From an optimization exercise on the open Yosys and OpenROAD flow, aimed at small area; shortcuts taken in it are not production practice.
The RTL was checked by simulation tests, not by an equivalence proof against the original design.
The clock cells of this run come from the design's own scripts or RTL, not from TritonCTS.
The clock input has no modelled driver; a real chip could not lean on it and would need a root buffer or a full tree.
No activity file was given, so power comes from the tool's default toggle rates.

==> flow/run.sh <==
#!/bin/bash
# Standard ORFS layout with these changes:
#  - synthesis runs once per area-oriented ABC script flow/abc_*.script
#    (in place of ORFS's own abc_area.script), with adders left to ABC
#    (no half-adder cells), and keeps the run whose netlist has the least
#    cell area; registers are left as the standard synthesis makes them
#  - ports are buffered with buf_1
#  - the clock tree is MANUAL_CTS_N clock buffers placed at the centres of
#    their groups of registers (flow/manual_cts.tcl) in place of TritonCTS
set -euo pipefail
W=$(pwd)
S="$W/scripts_own"
rm -rf "$S"
cp -r "$FLOW_HOME/scripts" "$S"
cp "$W/flow/manual_cts.tcl" "$S/manual_cts.tcl"
grep -q '^log_cmd clock_tree_synthesis {\*}\$cts_args$' "$S/cts.tcl"
sed -i 's|^log_cmd clock_tree_synthesis {\*}\$cts_args$|source $::env(SCRIPTS_DIR)/manual_cts.tcl\nmanual_cts $::env(MANUAL_CTS_BUF) $::env(MANUAL_CTS_N)\nset_propagated_clock [all_clocks]|' "$S/cts.tcl"
export SCRIPTS_DIR="$S"
export MANUAL_CTS_BUF=sky130_fd_sc_hd__buf_8
export MANUAL_CTS_N=4
STAT="$W/orfs/reports/sky130hd/SAM/base/synth_stat.txt"
best=""
best_area=""
for f in "$W"/flow/abc_*.script; do
  name=$(basename "$f" .script)
  cp "$f" "$S/abc_area.script"
  rm -rf "$W/orfs"
  ADDER_MAP_FILE= bash standard.sh synth > "$W/synth_$name.log" 2>&1
  area=$(grep "Chip area for module" "$STAT" | awk '{print $NF}')
  echo "$name $area" >> "$W/synth_areas.txt"
  if [[ -z "$best" ]] || awk -v a="$area" -v b="$best_area" 'BEGIN { exit !(a < b) }'; then
    best="$f"
    best_area="$area"
  fi
done
echo "chosen $(basename "$best") $best_area" >> "$W/synth_areas.txt"
cp "$best" "$S/abc_area.script"
rm -rf "$W/orfs"
ADDER_MAP_FILE= bash standard.sh synth > "$W/synth.log" 2>&1
export BUFFER_PORTS_ARGS="-buffer_cell sky130_fd_sc_hd__buf_1"
bash standard.sh > "$W/layout.log" 2>&1
==> flow/abc_s2.script <==
strash
dc2
&get -n
&dch -f
&nf -R 1000
&put
==> flow/abc_t1.script <==
strash
dc2
&get -n
&dch -f
&nf -R 1000
&put
mfs2
strash
dc2
&get -n
&dch -f
&nf -R 1000
&put
==> flow/abc_u6.script <==
strash
dc2
&get -n
&dch
&nf -R 1000
&put
==> flow/abc_u7.script <==
strash
&get -n
&fraig -x
&put
dc2
&get -n
&dch -f
&nf -R 1000
&put
==> flow/abc_w4.script <==
strash
ifraig
scorr
dc2
strash
&get -n
&dch -f
&nf -R 1000
&put
==> flow/manual_cts.tcl <==
# Manual clock buffering: split the clock sinks into nbuf groups by position
# (repeatedly halving the largest group across its longer side) and drive
# each group from its own clock buffer placed at the group's centre.
proc manual_cts { bufcell nbuf } {
  set block [ord::get_db_block]
  set db [ord::get_db]
  set master [$db findMaster $bufcell]
  set bterm [$block findBTerm clk]
  set clknet [$bterm getNet]
  set sinks {}
  foreach it [$clknet getITerms] {
    set inst [$it getInst]
    set bb [$inst getBBox]
    set x [expr {([$bb xMin] + [$bb xMax]) / 2}]
    set y [expr {([$bb yMin] + [$bb yMax]) / 2}]
    lappend sinks [list $it $x $y]
  }
  set groups [list $sinks]
  while { [llength $groups] < $nbuf } {
    # the largest group
    set bi 0
    set bn -1
    set i 0
    foreach g $groups {
      if { [llength $g] > $bn } {
        set bn [llength $g]
        set bi $i
      }
      incr i
    }
    set g [lindex $groups $bi]
    set xs [lsort -integer [lmap e $g {lindex $e 1}]]
    set ys [lsort -integer [lmap e $g {lindex $e 2}]]
    set dx [expr {[lindex $xs end] - [lindex $xs 0]}]
    set dy [expr {[lindex $ys end] - [lindex $ys 0]}]
    set k [expr {$dx >= $dy ? 1 : 2}]
    set s [lsort -integer -index $k $g]
    set h [expr {[llength $s] / 2}]
    set groups [lreplace $groups $bi $bi [lrange $s 0 [expr {$h - 1}]] [lrange $s $h end]]
  }
  set i 0
  foreach g $groups {
    set sx 0
    set sy 0
    foreach e $g {
      set sx [expr {$sx + [lindex $e 1]}]
      set sy [expr {$sy + [lindex $e 2]}]
    }
    set cx [expr {$sx / [llength $g]}]
    set cy [expr {$sy / [llength $g]}]
    set net [odb::dbNet_create $block "clknet_leaf_$i"]
    $net setSigType CLOCK
    set inst [odb::dbInst_create $block $master "clkbuf_leaf_$i"]
    foreach e $g {
      set it [lindex $e 0]
      $it disconnect
      $it connect $net
    }
    [$inst findITerm A] connect $clknet
    [$inst findITerm X] connect $net
    $inst setLocation $cx $cy
    $inst setPlacementStatus PLACED
    puts "manual_cts: $bufcell clkbuf_leaf_$i drives [llength $g] sinks at $cx $cy"
    incr i
  }
}
==> standard.sh <==
#!/bin/bash
# synth_recipe.tcl (not shown) runs the flow's synth.tcl, then flattens the netlist and writes it again
# the make line also repeats each setting of config.mk as NAME=value (left out here)
make -C /OpenROAD-flow-scripts/flow DESIGN_CONFIG=/design/flow/config.mk WORK_HOME=/design/flow/orfs CLKGATE_MAP_FILE= SYNTH_SCRIPT=/design/flow/synth_recipe.tcl "${@:-finish}"
==> config.mk <==
export PLATFORM = sky130hd
export DESIGN_NAME = SAM
export DESIGN_NICKNAME = SAM
export VERILOG_FILES = /design/flow/design.v
export SDC_FILE = /design/flow/constraint.sdc
export NUM_CORES = 4
export LEC_CHECK = 0
export ABC_AREA = 1
export CAP_MARGIN = 0
export CORE_MARGIN = 2
export CORE_UTILIZATION = 70
export GPL_TIMING_DRIVEN = 0
export SLEW_MARGIN = 0
==> constraint.sdc <==
create_clock -name core_clock -period 10.0 [get_ports {clk}]
set_input_delay 2.0000 -clock core_clock [delete_from_list [all_inputs] [get_ports {clk}]]
set_output_delay 2.0000 -clock core_clock [all_outputs]
set_load 0.01 [all_outputs]
==> design.v <==
module SAM (str, mode, clk, reset, msg, frame);
	input str;
	input mode;
	input clk;
	input reset;
	output [31:0] msg;
	output reg frame;
	reg [2:0] s;
	localparam [2:0] SN = 3'd0;
	localparam [2:0] SK = 3'd1;
	localparam [2:0] S0 = 3'd2;
	localparam [2:0] S1 = 3'd3;
	localparam [2:0] B0 = 3'd6;
	localparam [2:0] B1 = 3'd7;
	reg [5:0] p;
	reg [4:0] z;
	reg [31:0] Ac;
	reg [31:0] Bc;
	wire [2:0] n = z[2:0];
	wire st_n = (s == SN);
	wire st_k = (s == SK);
	wire cfg = mode & (st_n | st_k);
	wire clr = mode & st_n;
	wire shift = mode & st_k;
	wire dec = ~mode & ~(st_n | st_k);
	wire [5:0] ng;
	assign ng[0] = (n == 3'd0);
	assign ng[1] = (n == 3'd1);
	assign ng[2] = (n == 3'd2);
	assign ng[3] = (n == 3'd3);
	assign ng[4] = (n == 3'd4);
	assign ng[5] = ~(ng[0] | ng[1] | ng[2] | ng[3] | ng[4]);
	wire tap = (ng[0] & Ac[0]) | (ng[1] & Ac[1]) | (ng[2] & Ac[3]) |
		(ng[3] & Ac[7]) | (ng[4] & Ac[15]) | (ng[5] & Ac[31]);
	wire [5:1] ge = {ng[5], ng[5] | ng[4], ~(ng[0] | ng[1] | ng[2]), ~(ng[0] | ng[1]), ~ng[0]};
	wire [31:0] ac_sh = {Ac[30:16], Ac[15] | ~ge[5], Ac[14:8], Ac[7] | ~ge[4],
		Ac[6:4], Ac[3] | ~ge[3], Ac[2], Ac[1] | ~ge[2], Ac[0] | ~ge[1],
		~str & tap};
	wire [31:0] bc_sh = {Bc[30:0], ~str & ~tap};
	wire keep = ~shift & ~clr;
	always @(posedge clk) begin
		Ac <= (ac_sh | {32{~shift}}) & (Ac | {32{~keep}});
		Bc <= (bc_sh & {32{shift}}) | (Bc & {32{keep}});
	end
	wire P = (s == B1);
	wire Q = (s == B0);
	assign msg = ~((~{32{Q}} | Ac) & (~{32{P}} | Bc));
	wire [5:0] need = st_n ? 6'b000011 : {ge, 1'b1};
	wire last = &(p | ~need);
	wire stop = &p[5:2];
	wire bnd = str & (z != 5'd0);
	wire shortp = (p <= 6'd8);
	wire accept = dec & ~stop & bnd & ~shortp;
	wire ob = ({z, 1'b0} <= p);
	wire p_clr = (cfg & last) | accept;
	wire p_inc = cfg | (dec & ~stop);
	wire z_clr = (cfg & st_k & last) | accept;
	wire z_inc = dec & ~stop & ~str & ~&z;
	wire [5:0] p_next = {p[5:2] + {3'd0, &p[1:0]}, p[1:0] + 2'd1};
	always @(posedge clk) begin
		if (p_clr) p[5:2] <= 4'd0;
		else if (p_inc) p[5:2] <= p_next[5:2];
	end
	always @(posedge clk) begin
		if (z_clr) z <= 5'd0;
		else if (clr) z[2:0] <= {z[1:0], str};
		else if (z_inc) z <= z + 5'd1;
	end
	always @(posedge clk, negedge reset) begin
		if (!reset) begin
			s <= SN;
			p[1:0] <= 2'd0;
			frame <= 1'b0;
		end
		else begin
			if (p_clr) p[1:0] <= 2'd0;
			else if (p_inc) p[1:0] <= p_next[1:0];
			if (cfg & last) s <= st_n ? SK : S0;
			if (accept) begin
				s <= (s == S0) ? S1 : (ob ? B1 : B0);
			end
			if (dec & (stop | bnd)) frame <= accept;
		end
	end
endmodule
==> run notes <==
[metal layers]
layer  part of all wire, %  vias to the layer above  wire length, um
li1                      -                     1154                -
met1                    47                     1114             2690
met2                    47                       63             2680
met3                   5.4                        4              307
met4                  0.75                        0               43
met5                     0                        -                0
[metrics by stage]
stage	utilization (%)	total power, mW	hold WS [ns]	worst slack [ns]
after CTS	79.5	0.802	0.487	5.49
final	79.5	0.801	0.488	5.48
after floorplan	-	0.582	0.449	5.52
after global routing	79.5	0.854	0.529	5.21
after global placement	77.6	0.679	0.465	4.32
after detailed placement	78.0	0.686	0.471	5.34
[worst reg2reg max path, stage by stage, from the launching register on]
cell and delay, ns:
sky130_fd_sc_hd__dfrtp_1 0.44, sky130_fd_sc_hd__nor2_1 0.21, sky130_fd_sc_hd__and2_1 0.50, sky130_fd_sc_hd__buf_8 0.24
sky130_fd_sc_hd__nand2_1 0.68, sky130_fd_sc_hd__o21ai_0 0.86, sky130_fd_sc_hd__nor3_1 0.13
[registers in the layout (all words and copies together) (netlist names)]
register	flops
Ac	32
Bc	32
frame	1
p	6
s	3
z	5
[layout make-up]
type,count,area (um^2)
Buffer,4,60.1
Fill cell,258,815
Inverter,6,22.5
Multi-Input combinational cell,182,1250
Sequential cell,79,1610
Tap cell,50,62.6
Timing Repair Buffer,37,150
[logic make-up (layout without fill, tap and decap cells)]
family,Yosys count,count (layout),synth area share (%)
buffers and inverters,6,47,0.781
and+or+nand+nor,50,50,8.16
xor gates and xnor gates,2,2,0.607
adders and majority gates,3,3,1.04
DFF,79,79,55.9
AOI/OAI and AO/OA,125,125,32.4
muxes,2,2,1.13
[how the worst min path moves through the flow]
stage,endpoint,cells past startpoint,slack [ns],from
final,Bc[0]$_DFF_P_,2,0.49,Bc[0]$_DFF_P_
after global routing,Ac[6]$_DFF_P_,1,0.53,Ac[5]$_DFF_P_
after detailed placement,Bc[0]$_DFF_P_,2,0.47,Bc[0]$_DFF_P_
after CTS,Bc[0]$_DFF_P_,2,0.49,Bc[0]$_DFF_P_
after floorplan,Bc[0]$_DFF_P_,2,0.45,Bc[0]$_DFF_P_
after global placement,Bc[0]$_DFF_P_,2,0.47,Bc[0]$_DFF_P_
[synthesized netlist by cell type (2+ instances only)]
library cell                n  area share (%)
sky130_fd_sc_hd__a211oi_1   2            0.52
sky130_fd_sc_hd__a21oi_1   11             1.9
sky130_fd_sc_hd__a221oi_1   2            0.61
sky130_fd_sc_hd__a22o_1    31             9.4
sky130_fd_sc_hd__and2_0     2            0.43
sky130_fd_sc_hd__and3_1     4            0.87
sky130_fd_sc_hd__clkinv_1   6            0.78
sky130_fd_sc_hd__dfrtp_1    6             5.2
sky130_fd_sc_hd__dfxtp_1   73              51
sky130_fd_sc_hd__maj3_1     3             1.0
sky130_fd_sc_hd__nand2_1   10             1.3
sky130_fd_sc_hd__nand2b_1   2            0.43
sky130_fd_sc_hd__nand3_1    5            0.87
sky130_fd_sc_hd__nor2_1    16             2.1
sky130_fd_sc_hd__nor2b_1    2            0.43
sky130_fd_sc_hd__nor3_1     5            0.87
sky130_fd_sc_hd__o21ai_0    9             1.6
sky130_fd_sc_hd__o22a_1    27             8.2
sky130_fd_sc_hd__o22ai_1   34             7.4
sky130_fd_sc_hd__o32a_1     5             1.7
sky130_fd_sc_hd__or2_0      2            0.43
sky130_fd_sc_hd__xnor2_1    2            0.61
[cells in the final DEF (no fill, tap or decap), drive strengths merged, types with 3 or more instances in the layout]
| cell type | netlist | layout |
|---|---|---|
| clkinv | 6 | 6 |
| nor2 | 16 | 16 |
| and3 | 4 | 4 |
| nand3 | 5 | 5 |
| o32a | 5 | 5 |
| o22ai | 34 | 34 |
| maj3 | 3 | 3 |
| o21ai | 9 | 9 |
| a21oi | 11 | 11 |
| buf | 0 | 41 |
| dfrtp | 6 | 6 |
| o22a | 27 | 27 |
| dfxtp | 73 | 73 |
| nor3 | 5 | 5 |
| nand2 | 10 | 10 |
| a22o | 31 | 31 |
[power groups by stage]
stage / Clock, mW / Sequential (mW) / Combinational (mW)
global route: 0.133 / 0.379 / 0.342
detailed placement: 0 / 0.380 / 0.306
finish: 0.122 / 0.374 / 0.306
CTS: 0.122 / 0.372 / 0.307
floorplan: 0 / 0.373 / 0.209
global placement: 0 / 0.380 / 0.299
==> flow_summary_export.csv <==
group,metric,value,unit
cells_and_area,finalNonFillerCells,358,
die,die_x,68.2,um
sta,finalHoldViolCount,0,
sta,setup-violations-final,0,
setup_path,critical_path.top_delay_family,"simple AND/OR/NAND/NOR gates",
drt,detailroute.via_count,2335,
placed_design,placed_cells,354,
global_routing,globalRouteMet1Util,32.9,%
power_and_ir_drop,share_seq_of_total_power,46.6,%
sta,timing_worst_slew_pin_value,1.26,ns
global_routing,grt.overflow.total,0,
power_and_ir_drop,vdd_ir_drop_max,230,uV
setup_path,worst-path-stages,6,
power_and_ir_drop,cellInternalPower,0.500,mW
setup_path,critical-path-max-stage-delay,0.86,ns
logic_synthesis,synth_cell_type_count,30,
sta,slew_headroom,16.0,%
global_routing,grt_use_total,24.7,%
min_path,worstHoldPathType,"flop to flop",
drt,wl_per_cell,16.0,um
power_and_ir_drop,clock_power_share,15.2,%
setup_path,path_max_fanout,35,
setup_path,timing.critical_path.from_type,"primary input",
logic_synthesis,ys_seq_area_share,55.9,%
setup_path,timing.setup.critical_path_class,"primary input to flop",
sta,fin_crit_share,45.2,%
logic_synthesis,synth_fp_nets,271,
setup_path,end_kind,"flop",
power_and_ir_drop,comb_power_share,38.1,%
die,die_area,4650,um^2
placed_design,dpl.hpwl,3.73,mm
drt,drt.antenna.violating_nets,0,
clock_network,cts_setup_buffers,0,
logic_synthesis,synth_ff_type,"sky130_fd_sc_hd__dfxtp_1",
die,floorplan.rows,23,
logic_synthesis,synth-async-reset-ratio,7.59,%
logic_synthesis,ys.warnings.count,1,
sta,max_clock_freq,0.221,GHz
cells_and_area,num_antenna_cells,0,
die,io_pins,37,
sta,slew_violations,0,
sta,grt_setup_unrepaired,"no",
die,core_area,3970,um^2
placed_design,dpl_cell_area,3100,um^2
drt,drc,0,
setup_path,crit_buf_inv,2,
cells_and_area,share_of_layout_cells_above_drive_strength_1,1.95,%
drt,finalWirelength,5.72,mm
sta,setup_total_neg_slack,0,ns
logic_synthesis,synth.cell_area,2880,um^2
run_status,status,"no timing/DRC/antenna violations",
clock_network,clock_latency,0.13,ns
sta,fin_crit,4.52,ns
global_routing,antenna_found_initial,0,
power_and_ir_drop,power_switching,0.302,mW
sta,clock_skew,0.00654,ns
setup_path,r2r_start,"s[2]$_DFFE_PN0P_",
global_routing,first_global_vias,2041,
setup_path,worstPathCellList,"buf_1 > and2_1 > buf_8 > nand2_1 > o21ai_0 > nor3_1",
drt,viasPerCell,6.52,
setup_path,worst_ep_required_time,10.00,ns
power_and_ir_drop,p_leak,1.13,nW
power_and_ir_drop,netSwitchingFraction,37.6,%
setup_path,crit_start,"mode",
placed_design,io_port_bufs,36,
logic_synthesis,yosys_register_bits,79,
global_routing,gr-max-usage-layer,"met2",
setup_path,crit_path_end,"z[3]$_SDFFE_PP0P_",
cells_and_area,area_growth,9.46,%
flow_run,drv.max_cap_violation_count,0,
die,floorplan.die.height,68.2,um
global_routing,grt_first_pass_wirelength,9.12,mm
clock_network,cts_resized,0,
cells_and_area,final_cell_area,3160,um^2
drt,drt_pre_antenna_iters,4,
global_routing,groute.layer.met3.usage,2.47,%
logic_synthesis,number_of_enable_flip_flop_cells_after_synthesis,0,
clock_network,clk_pin_slew,0.10,ns
global_routing,grt_max_degree,37,
setup_path,critical_path_arrival,4.52,ns
global_routing,global_route.usage.met2,43.7,%
setup_path,critPathSlowestCell,"sky130_fd_sc_hd__o21ai_0",
drt,detailedRoute.firstIterationViolations,175,
die,initial_utilization,72.6,%
logic_synthesis,netlist_instances,267,
clock_network,ctsHoldBuffers,0,
logic_synthesis,avgSynthCellArea,10.8,um^2
cells_and_area,nets,314,
setup_path,r2r_path_end,"z[3]$_SDFFE_PP0P_",
power_and_ir_drop,powerDensity,254,nW/um^2
setup_path,r2r.worst_path.cells,6,
placed_design,finalWeightedCongestion,0.905,
setup_path,ff2ff_setup_slack,6.81,ns

## static timing again, ports no longer ideal
The flow's constraints put no driver on any port. The routed layout listed below was extracted and timed again, unchanged, in two steps. Step 1 assumes that a clkbuf_16 drives the clock port and a buf_2 every other input. Step 2 times the ports against the registers' clock, not the clock port: input delays grow and output delays shrink by t, the midpoint of the rising clock arrivals with the driver on. a / b / c = no drivers / after step 1 / after step 2; a / b = the first two.
shift t [ns]: 0.201
setup WS [ns]: 5.481 / 5.527 / 5.326
worst setup path at the end: input to register
cell pins on the clock port's net: 4
After both steps this run still meets setup and hold. The setup slack of this run moves by +0.046 ns with the drivers and by -0.155 ns with both steps.
